From an optimization exercise on the open Yosys and OpenROAD flow, aimed at small area, a short achievable clock period and few clock cycles per item; shortcuts taken in it are not production practice. Where RTL was checked, it was by simulation tests only, not by an equivalence proof against the original.

==> trial 60 <==
## Raptor64Mult
module Raptor64Mult(rst, clk, ld, sgn, isMuli, a, b, imm, o, done);
Settings: LEC_CHECK=0, ABC_CLOCK_PERIOD_IN_PS=3000, CAP_MARGIN=50, CORE_MARGIN=2, CORE_UTILIZATION=55, SETUP_SLACK_MARGIN=5, SLEW_MARGIN=70, SYNTH_HIERARCHICAL=1, SYNTH_MINIMUM_KEEP_SIZE=0; clock period 10.0 ns.
standard.sh (not shown) runs the stock make flow with config.mk's settings and CLKGATE_MAP_FILE= SYNTH_SCRIPT=/design/flow/synth_recipe.tcl, a recipe that flattens the netlist after the stock synthesis.
==> flow/flow/run.sh <==
#!/bin/bash
set -euo pipefail
MARGIN=$(cat flow/margin.txt)
export BUFFER_PORTS_ARGS="-buffer_cell $(cat flow/bufcell.txt)"
sed -e "s/SETUP_SLACK_MARGIN=[-0-9.]*/SETUP_SLACK_MARGIN=${MARGIN}/" standard.sh > standard_margin.sh
grep -q "SETUP_SLACK_MARGIN=${MARGIN}" standard_margin.sh
bash standard_margin.sh > standard_margin.log 2>&1
==> flow/flow/bufcell.txt <==
sky130_fd_sc_hd__buf_1
==> flow/flow/margin.txt <==
6.7
==> inputs of build 71, as changes to trial 60 <==
--- a/flow/design.v
+++ b/flow/design.v
@@ -11,43 +11,52 @@
 output done;
 reg [6:0] ph;        
 reg [64:0] ar;        
 reg [69:0] dr;        
 reg [65:0] sr, cr;    
 reg [13:0] lsr, lcr;  
 reg busy;            
+reg shf;             
 reg nbit;             
 reg ca, cb;           
 wire [6:0] one0, two0, neg0;  
 wire [6:0] one1, two1, neg1;  
 wire [6:0] one2, two2, neg2;  
+reg [57:0] oh;        
+wire [63:0] d = isMuli ? imm : b;
+wire [84:0] dx = {{20{sgn & d[63]}}, d, 1'b0};   
 wire first = ph[0];
 assign done = ph[6];
-wire [70:0] bx = {{6{sgn & b[63]}}, b, 1'b0};
-wire [70:0] ix = {{6{sgn & imm[63]}}, imm, 1'b0};
-wire [14:0] xb = ({15{~busy}} & bx[14:0]) | ({15{ph[0]}} & bx[28:14]) | ({15{ph[1]}} & bx[42:28]) | ({15{ph[2]}} & bx[56:42]) | ({15{ph[3]}} & bx[70:56]);
-wire [14:0] xi = ({15{~busy}} & ix[14:0]) | ({15{ph[0]}} & ix[28:14]) | ({15{ph[1]}} & ix[42:28]) | ({15{ph[2]}} & ix[56:42]) | ({15{ph[3]}} & ix[70:56]);
-wire [14:0] xd = isMuli ? xi : xb;
+wire [14:0] xr = dr[14:0];
+wire [14:0] xb = {b[13:0], 1'b0};
+wire [14:0] xi = {imm[13:0], 1'b0};
 wire [6:0] one_n, two_n, neg_n;
 genvar k;
 generate for (k = 0; k < 7; k = k + 1) begin : enc
-	wire one_d = xd[2*k+1] ^ xd[2*k];
-	wire two_d = (xd[2*k+2] & ~xd[2*k+1] & ~xd[2*k]) | (~xd[2*k+2] & xd[2*k+1] & xd[2*k]);
-	wire neg_d = xd[2*k+2] & ~(xd[2*k+1] & xd[2*k]);
-	assign one_n[k] = one_d;
-	assign two_n[k] = two_d;
-	assign neg_n[k] = neg_d;
+	wire one_r = xr[2*k+1] ^ xr[2*k];
+	wire two_r = (xr[2*k+2] & ~xr[2*k+1] & ~xr[2*k]) | (~xr[2*k+2] & xr[2*k+1] & xr[2*k]);
+	wire neg_r = xr[2*k+2] & ~(xr[2*k+1] & xr[2*k]);
+	wire one_b = xb[2*k+1] ^ xb[2*k];
+	wire two_b = (xb[2*k+2] & ~xb[2*k+1] & ~xb[2*k]) | (~xb[2*k+2] & xb[2*k+1] & xb[2*k]);
+	wire neg_b = xb[2*k+2] & ~(xb[2*k+1] & xb[2*k]);
+	wire one_i = xi[2*k+1] ^ xi[2*k];
+	wire two_i = (xi[2*k+2] & ~xi[2*k+1] & ~xi[2*k]) | (~xi[2*k+2] & xi[2*k+1] & xi[2*k]);
+	wire neg_i = xi[2*k+2] & ~(xi[2*k+1] & xi[2*k]);
+	assign one_n[k] = busy ? one_r : isMuli ? one_i : one_b;
+	assign two_n[k] = busy ? two_r : isMuli ? two_i : two_b;
+	assign neg_n[k] = busy ? neg_r : isMuli ? neg_i : neg_b;
 end endgenerate
 always @(posedge clk) begin
 	if (rst)
 		ph <= 7'd0;
 	else
 		ph <= {ph[5:0], ld};
 	busy <= ~rst & (ld | ph[0] | ph[1] | ph[2] | ph[3]);
-	ar <= ph[5] ? {7'b0, fin[71:14]} : {sgn & a[63], a};
+	shf <= ~rst & (ld | ph[0] | ph[1] | ph[2] | ph[3] | ph[4]);
+	ar <= {sgn & a[63], a};
 end
 digq u_q0 (.clk(clk), .one_n(one_n), .two_n(two_n), .neg_n(neg_n), .one(one0), .two(two0), .neg(neg0));
 digq u_q1 (.clk(clk), .one_n(one_n), .two_n(two_n), .neg_n(neg_n), .one(one1), .two(two1), .neg(neg1));
 digq u_q2 (.clk(clk), .one_n(one_n), .two_n(two_n), .neg_n(neg_n), .one(one2), .two(two2), .neg(neg2));
 wire [65:0] r_0;
 assign r_0[0] = (one0[0] & ar[0]) ^ neg0[0];
 wire m_0_1;
@@ -1958,15 +1967,18 @@
 fa3 u_s933 (.x(r_5[65]), .y(r_6[63]), .z(c782), .s(s933), .c(c934));
 assign s935 = ~r_6[64];
 assign c936 = r_6[64];
 wire [79:0] ts = {1'b0, 1'b1, r_6[65], s935, s933, s931, s929, s927, s925, s923, s921, s919, s917, s915, s913, s911, s909, s907, s905, s903, s901, s899, s897, s895, s893, s891, s889, s887, s885, s883, s881, s879, s877, s875, s873, s871, s869, s867, s865, s863, s861, s859, s857, s855, s853, s851, s849, s847, s845, s843, s841, s839, s837, s835, s833, s831, s829, s827, s825, s823, s821, s819, s817, s815, s813, s811, s809, s807, s805, s803, s801, s799, s797, s795, s793, s791, s789, s787, s785, s783};
 wire [79:0] tc = {1'b0, 1'b0, c936, c934, c932, c930, c928, c926, c924, c922, c920, c918, c916, c914, c912, c910, c908, c906, c904, c902, c900, c898, c896, c894, c892, c890, c888, c886, c884, c882, c880, c878, c876, c874, c872, c870, c868, c866, c864, c862, c860, c858, c856, c854, c852, c850, c848, c846, c844, c842, c840, c838, c836, c834, c832, c830, c828, c826, c824, c822, c820, c818, c816, c814, c812, c810, c808, c806, c804, c802, c800, c798, c796, c794, c792, c790, c788, c786, c784, 1'b0};
 wire [15:0] lo = (lsr & {14{~first}}) + ({lcr[13:1], ca} & {14{~first}}) + {nbit, 12'b0} + cb;
 always @(posedge clk) begin
-	dr <= {lo[13:0], dr[69:14]};
+	if (shf)
+		dr <= {lo[13:0], dr[69:14]};
+	else
+		dr <= dx[83:14];
 	sr <= ts[79:14];
 	cr <= tc[79:14];
 	lsr <= ts[13:0];
 	lcr <= tc[13:0];
 	nbit <= busy & neg2[6];
 	ca <= busy & (lo[15] | lo[14]);
 	cb <= busy & lo[15];
@@ -2361,15 +2373,17 @@
 wire fa_Gf_68;
 gn u_fa_Gf_68 (.gh(fa_g[67]), .ph(fa_p[67]), .gl(fa_Gs5_67), .go(fa_Gf_68));
 wire fa_Gf_70;
 gn u_fa_Gf_70 (.gh(fa_g[69]), .ph(fa_p[69]), .gl(fa_Gs5_69), .go(fa_Gf_70));
 wire fa_Gf_72;
 gn u_fa_Gf_72 (.gh(fa_g[71]), .ph(fa_p[71]), .gl(fa_Gs5_71), .go(fa_Gf_72));
 wire [71:0] fin = {(fa_p[71] ^ fa_Gs5_71), (fa_p[70] ^ fa_Gf_70), (fa_p[69] ^ fa_Gs5_69), (fa_p[68] ^ fa_Gf_68), (fa_p[67] ^ fa_Gs5_67), (fa_p[66] ^ fa_Gf_66), (fa_p[65] ^ fa_Gs5_65), (fa_p[64] ^ fa_Gf_64), (fa_p[63] ^ fa_Gs4_63), (fa_p[62] ^ fa_Gf_62), (fa_p[61] ^ fa_Gs4_61), (fa_p[60] ^ fa_Gf_60), (fa_p[59] ^ fa_Gs4_59), (fa_p[58] ^ fa_Gf_58), (fa_p[57] ^ fa_Gs4_57), (fa_p[56] ^ fa_Gf_56), (fa_p[55] ^ fa_Gs4_55), (fa_p[54] ^ fa_Gf_54), (fa_p[53] ^ fa_Gs4_53), (fa_p[52] ^ fa_Gf_52), (fa_p[51] ^ fa_Gs4_51), (fa_p[50] ^ fa_Gf_50), (fa_p[49] ^ fa_Gs4_49), (fa_p[48] ^ fa_Gf_48), (fa_p[47] ^ fa_Gs4_47), (fa_p[46] ^ fa_Gf_46), (fa_p[45] ^ fa_Gs4_45), (fa_p[44] ^ fa_Gf_44), (fa_p[43] ^ fa_Gs4_43), (fa_p[42] ^ fa_Gf_42), (fa_p[41] ^ fa_Gs4_41), (fa_p[40] ^ fa_Gf_40), (fa_p[39] ^ fa_Gs4_39), (fa_p[38] ^ fa_Gf_38), (fa_p[37] ^ fa_Gs4_37), (fa_p[36] ^ fa_Gf_36), (fa_p[35] ^ fa_Gs4_35), (fa_p[34] ^ fa_Gf_34), (fa_p[33] ^ fa_Gs4_33), (fa_p[32] ^ fa_Gf_32), (fa_p[31] ^ fa_Gs3_31), (fa_p[30] ^ fa_Gf_30), (fa_p[29] ^ fa_Gs3_29), (fa_p[28] ^ fa_Gf_28), (fa_p[27] ^ fa_Gs3_27), (fa_p[26] ^ fa_Gf_26), (fa_p[25] ^ fa_Gs3_25), (fa_p[24] ^ fa_Gf_24), (fa_p[23] ^ fa_Gs3_23), (fa_p[22] ^ fa_Gf_22), (fa_p[21] ^ fa_Gs3_21), (fa_p[20] ^ fa_Gf_20), (fa_p[19] ^ fa_Gs3_19), (fa_p[18] ^ fa_Gf_18), (fa_p[17] ^ fa_Gs3_17), (fa_p[16] ^ fa_Gf_16), (fa_p[15] ^ fa_Gs2_15), (fa_p[14] ^ fa_Gf_14), (fa_p[13] ^ fa_Gs2_13), (fa_p[12] ^ fa_Gf_12), (fa_p[11] ^ fa_Gs2_11), (fa_p[10] ^ fa_Gf_10), (fa_p[9] ^ fa_Gs2_9), (fa_p[8] ^ fa_Gf_8), (fa_p[7] ^ fa_Gs1_7), (fa_p[6] ^ fa_Gf_6), (fa_p[5] ^ fa_Gs1_5), (fa_p[4] ^ fa_Gf_4), (fa_p[3] ^ fa_Gs0_3), (fa_p[2] ^ fa_Gf_2), (fa_p[1] ^ fa_Ga_1), (fa_p[0] ^ cb)};
-assign o = {ar[57:0], dr};
+always @(posedge clk)
+	oh <= fin[71:14];
+assign o = {oh, dr};
 endmodule
 module pgc(a, b, p, g);
 input a, b;
 output p, g;
 assign p = a ^ b;
 assign g = a & b;
 endmodule
==> flow/flow/margin.txt (replaced) <==
6.6
==> results.py <==
metrics = {
    "timing": {
        "fmax_mhz": 304,
    },
    "detailed_routing": {
        "top_layer": "met4",
    },
    "status": {
        "outcome": "complete, no violations",
    },
    "hold_path": {
        "hp-start": "dr[49]$_DFF_P_",
    },
    "power_and_ir_drop": {
        "p_total_mw": 17.2,
    },
    "finish": {
        "seq_area_um2": 7700,
    },
}
-- figures above: trial 60

==> results.py <==
metrics = {
    "setup_path": {
        "critical_path.top_delay_family": "buffers and inverters",
    },
    "detailed_routing": {
        "top_layer": "met5",
    },
    "hold_path": {
        "hold_path.class": "flip-flop to flip-flop",
        "hp-start": "ph[5]$_SDFF_PP0_",
    },
    "status": {
        "outcome": "complete, no violations",
    },
    "timing": {
        "fmax_mhz": 301,
    },
    "finish": {
        "finish.utilization_pct": 63.7,
        "seq_area_um2": 8730,
        "drive_gt1_share_pct": 8.21,
    },
    "power_and_ir_drop": {
        "p_total_mw": 15.9,
    },
}
-- figures above: build 71

Testbench counts of build 71, summed over its fixed seeds: cycles 19,200, items 2,400.
Only the layout flow was run in trial 60; the RTL was not checked for function there.

==> what the ideal ports hide <==
In the flow no input, the clock included, has a driving cell. The finished layouts below were timed again as built, in two steps.
Step 1: set_driving_cell puts a clkbuf_16 on clk and a buf_2 on each other input, an assumption about the parent block.
Step 2, shift: input delay + t, output delay - t, t = (earliest + latest rising clock arrival at the registers) / 2. This alone moves slack from input paths to output paths.
Slacks: ideal / step 1 / step 2; pairs: ideal / step 1.
run	shift t [ns]	setup slack, ns	worst hold slack (ns)
trial 60	0.681	6.713 / 6.648 / 6.345	0.346 / 0.346 / 0.346
build 71	0.661	6.674 / 6.615 / 6.035	0.437 / 0.437 / 0.437
After both steps every run listed still meets setup and hold. The setup slack of build 71, which loses most, moves by -0.059 ns with the drivers and by -0.639 ns with both steps.
